Context: an optimization exercise on an open-source flow, tuned for small area and a short achievable clock period. The choices shown serve that exercise and are no tape-out recipe.
The RTL was checked by simulation tests, not by an equivalence proof against the original design.

==> flow/design.v (excerpt) <==
module j17_core (
  input         clk,
  input         rst,
  input  [31:0] instr,
  input  [17:0] sw,
  input         btn,
  output [31:0] pc,
  output [31:0] result,
  output [6:0]  display1,
  output [6:0]  display2,
  output [6:0]  display3
);
  wire is_imm, c_add, c_sub, c_mul, c_div, c_mod, c_not, c_and, c_or, c_shl, c_shr, c_ones;
  wire w_alu, w_b, push, pop, j_a, j_cmp, j_z, j_nz, halt;
  wire [2:0] cmp_sel;
  UC uc (
    .instruction(instr), .is_imm(is_imm), .c_add(c_add), .c_sub(c_sub), .c_mul(c_mul),
    .c_div(c_div), .c_mod(c_mod), .c_not(c_not), .c_and(c_and), .c_or(c_or),
    .c_shl(c_shl), .c_shr(c_shr), .c_ones(c_ones), .w_alu(w_alu), .w_b(w_b),
    .push(push), .pop(pop), .j_a(j_a), .j_cmp(j_cmp), .j_z(j_z), .j_nz(j_nz),
    .halt(halt), .cmp_sel(cmp_sel)
  );
  wire       f   = instr[25];
  wire [2:0] ra  = instr[24:22];
  wire       f1  = instr[21];
  wire [2:0] rb  = instr[20:18];
  wire [2:0] rt  = instr[17:15];
  wire [20:0] imm = instr[20:0];
  reg [31:0] PC, RES;
  reg [31:0] R [0:7];
  reg [31:0] D0, D1, D2, D5, D6, D7, D8, D9, D10;    
  reg [9:0]  SP;                                      
  reg        LB;
  assign pc = PC;
  assign result = RES;
  assign display1 = D0[6:0];
  assign display2 = D1[6:0];
  assign display3 = D2[6:0];
  wire [31:0] bw = (!LB && !btn) ? 32'd1 : {31'd0, btn};
  function [31:0] mrd;
    input [9:0] ad;
    input [31:0] d0, d1, d2, d5, d6, d7, d8, d9, d10, p3, p4;
    begin
      case (ad)
        10'd0: mrd = d0;
        10'd1: mrd = d1;
        10'd2: mrd = d2;
        10'd3: mrd = p3;
        10'd4: mrd = p4;
        10'd5: mrd = d5;
        10'd6: mrd = d6;
        10'd7: mrd = d7;
        10'd8: mrd = d8;
        10'd9: mrd = d9;
        10'd10: mrd = d10;
        default: mrd = 32'd0;
      endcase
  ...
For scale: about 140 I/O pins, ~80000 um2 of cells after synthesis.
clock: 120.0 ns
lec_check: 0
abc_area: 1
cap_margin: 20
core_margin: 2
core_utilization: 40
cts_buf_list: sky130_fd_sc_hd__clkbuf_8
place_density: 0.7
slew_margin: 20
standard.sh (not shown) runs the stock make flow with config.mk's settings and CLKGATE_MAP_FILE= SYNTH_SCRIPT=/design/flow/synth_recipe.tcl, a recipe that flattens the netlist after the stock synthesis.
==> flow/flow/run.sh <==
#!/bin/bash
set -uo pipefail
bash standard.sh SETUP_SLACK_MARGIN=40 SETUP_MOVE_SEQUENCE=sizeup SKIP_PIN_SWAP=1 \
  SKIP_GATE_CLONING=1 BUFFER_PORTS_ARGS="-buffer_cell sky130_fd_sc_hd__buf_2" finish > flow_make.log 2>&1
status=$?
tail -n 40 flow_make.log
exit $status
Next try:
--- a/flow/flow/run.sh
+++ b/flow/flow/run.sh
@@ -3 +3 @@
-bash standard.sh SETUP_SLACK_MARGIN=40 SETUP_MOVE_SEQUENCE=sizeup SKIP_PIN_SWAP=1 \
+bash standard.sh SETUP_SLACK_MARGIN=45 SETUP_MOVE_SEQUENCE=sizeup SKIP_PIN_SWAP=1 \
CAP_MARGIN = 10   (was 20)
PLACE_DENSITY = 0.6   (was 0.7)
SLEW_MARGIN = 10   (was 20)
The changed run completed without violations; routed wire length fell by 0.43%; worst hold slack gets worse by 3.9 ps; clock skew is higher by 20 ps.

========
## yarrow
j17_core again, from the RTL that the note above started with.
==> flow/config.mk <==
export PLATFORM = sky130hd
export DESIGN_NAME = j17_core
export DESIGN_NICKNAME = j17_core
export VERILOG_FILES = /design/flow/design.v
export SDC_FILE = /design/flow/constraint.sdc
export NUM_CORES = 4
export LEC_CHECK = 0
export ABC_AREA = 1
export CAP_MARGIN = 20
export CORE_MARGIN = 2
export CORE_UTILIZATION = 40
export CTS_BUF_LIST = sky130_fd_sc_hd__clkbuf_8
export PLACE_DENSITY = 0.6
export SLEW_MARGIN = 20
==> flow/constraint.sdc <==
create_clock -name core_clock -period 120.0 [get_ports {clk}]
set_input_delay 24.0000 -clock core_clock [delete_from_list [all_inputs] [get_ports {clk}]]
set_output_delay 24.0000 -clock core_clock [all_outputs]
set_load 0.01 [all_outputs]
==> flow/flow/run.sh <==
#!/bin/bash
set -uo pipefail
bash standard.sh SETUP_SLACK_MARGIN=40 SETUP_MOVE_SEQUENCE=sizeup SKIP_PIN_SWAP=1 \
  SKIP_GATE_CLONING=1 BUFFER_PORTS_ARGS="-buffer_cell sky130_fd_sc_hd__buf_2" finish > flow_make.log 2>&1
status=$?
tail -n 40 flow_make.log
exit $status
Here is what was changed in the inputs of maple compared with yarrow.
diff --git a/flow/config.mk b/flow/config.mk
--- a/flow/config.mk
+++ b/flow/config.mk
@@ -7,8 +7,8 @@
 export LEC_CHECK = 0
 export ABC_AREA = 1
-export CAP_MARGIN = 20
+export CAP_MARGIN = 10
 export CORE_MARGIN = 2
 export CORE_UTILIZATION = 40
 export CTS_BUF_LIST = sky130_fd_sc_hd__clkbuf_8
 export PLACE_DENSITY = 0.6
-export SLEW_MARGIN = 20
+export SLEW_MARGIN = 10
Results
Changes observed in maple relative to yarrow: global routing usage on met3 fell 0.25 points; routed wire length about even. Comparing maple and yarrow, the higher clock network contribution to total cell area is on yarrow. Measured against each other, maple and yarrow differ in worst stage delay on the critical path, the lower figure coming from maple. On insertion delay of the later-clocked pin in the worst-skew pair, maple and yarrow are neck and neck. maple vs. yarrow: wire length of the first global-routing pass shows no meaningful change.

========
## build 49
j17_core again, from the RTL that the note above started with.
Settings: LEC_CHECK=0, ABC_AREA=1, CAP_MARGIN=10, CORE_MARGIN=2, CORE_UTILIZATION=40, CTS_BUF_LIST=sky130_fd_sc_hd__clkbuf_8, PLACE_DENSITY=0.6, SLEW_MARGIN=10; clock period 120.0 ns.
==> flow/flow/run.sh <==
#!/bin/bash
set -uo pipefail
bash standard.sh SETUP_SLACK_MARGIN=42 SETUP_MOVE_SEQUENCE=sizeup SKIP_PIN_SWAP=1 \
  SKIP_GATE_CLONING=1 BUFFER_PORTS_ARGS="-buffer_cell sky130_fd_sc_hd__buf_2" finish > flow_make.log 2>&1
status=$?
tail -n 40 flow_make.log
exit $status
### build 49 -> build 36
diff --git a/flow/flow/run.sh b/flow/flow/run.sh
--- a/flow/flow/run.sh
+++ b/flow/flow/run.sh
@@ -3 +3 @@
-bash standard.sh SETUP_SLACK_MARGIN=42 SETUP_MOVE_SEQUENCE=sizeup SKIP_PIN_SWAP=1 \
+bash standard.sh SETUP_SLACK_MARGIN=43 SETUP_MOVE_SEQUENCE=sizeup SKIP_PIN_SWAP=1 \
## What came out
First-pass GRT wire length essentially unchanged between build 36 and build 49. Comparing wire length on met3 for build 36 and build 49, the bigger number came from build 36. On sequential share of layout area, build 36 and build 49 are neck and neck. Delta (build 36 minus build 49): final area went up; first-iteration DRC count lost 237.
Relative to build 36, the following input files were edited for build 88:
diff --git a/flow/flow/run.sh b/flow/flow/run.sh
--- a/flow/flow/run.sh
+++ b/flow/flow/run.sh
@@ -3 +3 @@
-bash standard.sh SETUP_SLACK_MARGIN=43 SETUP_MOVE_SEQUENCE=sizeup SKIP_PIN_SWAP=1 \
+bash standard.sh SETUP_SLACK_MARGIN=44 SETUP_MOVE_SEQUENCE=sizeup SKIP_PIN_SWAP=1 \
Notes after the runs:
- Build 36 → build 88: count of non-CTS buffers in the layout now sits lower, routed wire length now sits at about the same level.
- Per the comparison of build 88 with build 36, wire length of the first global-routing pass was more or less identical, average routed wire per standard cell was more or less identical, hold slack was more or less identical.

afterwards: timing with drivers on the ports:
The flow's constraints put no driver on any port. The routed layouts listed below were extracted and timed again, unchanged, in two steps.
Step 1 (the two cells are an assumption about what drives the block):
set clk [get_ports {clk}]
set_driving_cell -lib_cell sky130_fd_sc_hd__clkbuf_16 $clk
set_driving_cell -lib_cell sky130_fd_sc_hd__buf_2 [delete_from_list [all_inputs] $clk]
Step 2 moves the port delays by t, midway between the first and last clock arrival at a register: inputs arrive t later, outputs are due t later. That takes back most of the time a late clock gives input paths.
Slacks: ideal / step 1 / step 2; pairs: ideal / step 1.
run | t, ns | setup slack, ns | worst setup path after step 2 | clock arrival spread, ns | slew at the worst register clock pin (ns)
the first run of note 1 | 0.897 | 43.176 / 43.218 / 42.321 | input to register | 0.078 / 0.078 | 0.08 / 0.08
the second run of note 1 | 0.899 | 47.212 / 47.232 / 46.333 | input to register | 0.099 / 0.098 | 0.08 / 0.08
yarrow | 0.900 | 43.173 / 43.215 / 42.315 | input to register | 0.075 / 0.075 | 0.08 / 0.08
maple | 0.898 | 43.248 / 43.283 / 42.385 | input to register | 0.092 / 0.092 | 0.08 / 0.08
build 49 | 0.898 | 44.787 / 44.824 / 43.926 | input to register | 0.094 / 0.094 | 0.08 / 0.08
build 36 | 0.906 | 45.768 / 45.803 / 44.897 | input to register | 0.097 / 0.097 | 0.08 / 0.08
build 88 | 0.900 | 46.642 / 46.679 / 45.779 | input to register | 0.095 / 0.094 | 0.08 / 0.08
After both steps every run listed still meets setup and hold. The setup slack of the second run of note 1, which loses most, moves by +0.020 ns with the drivers and by -0.879 ns with both steps.
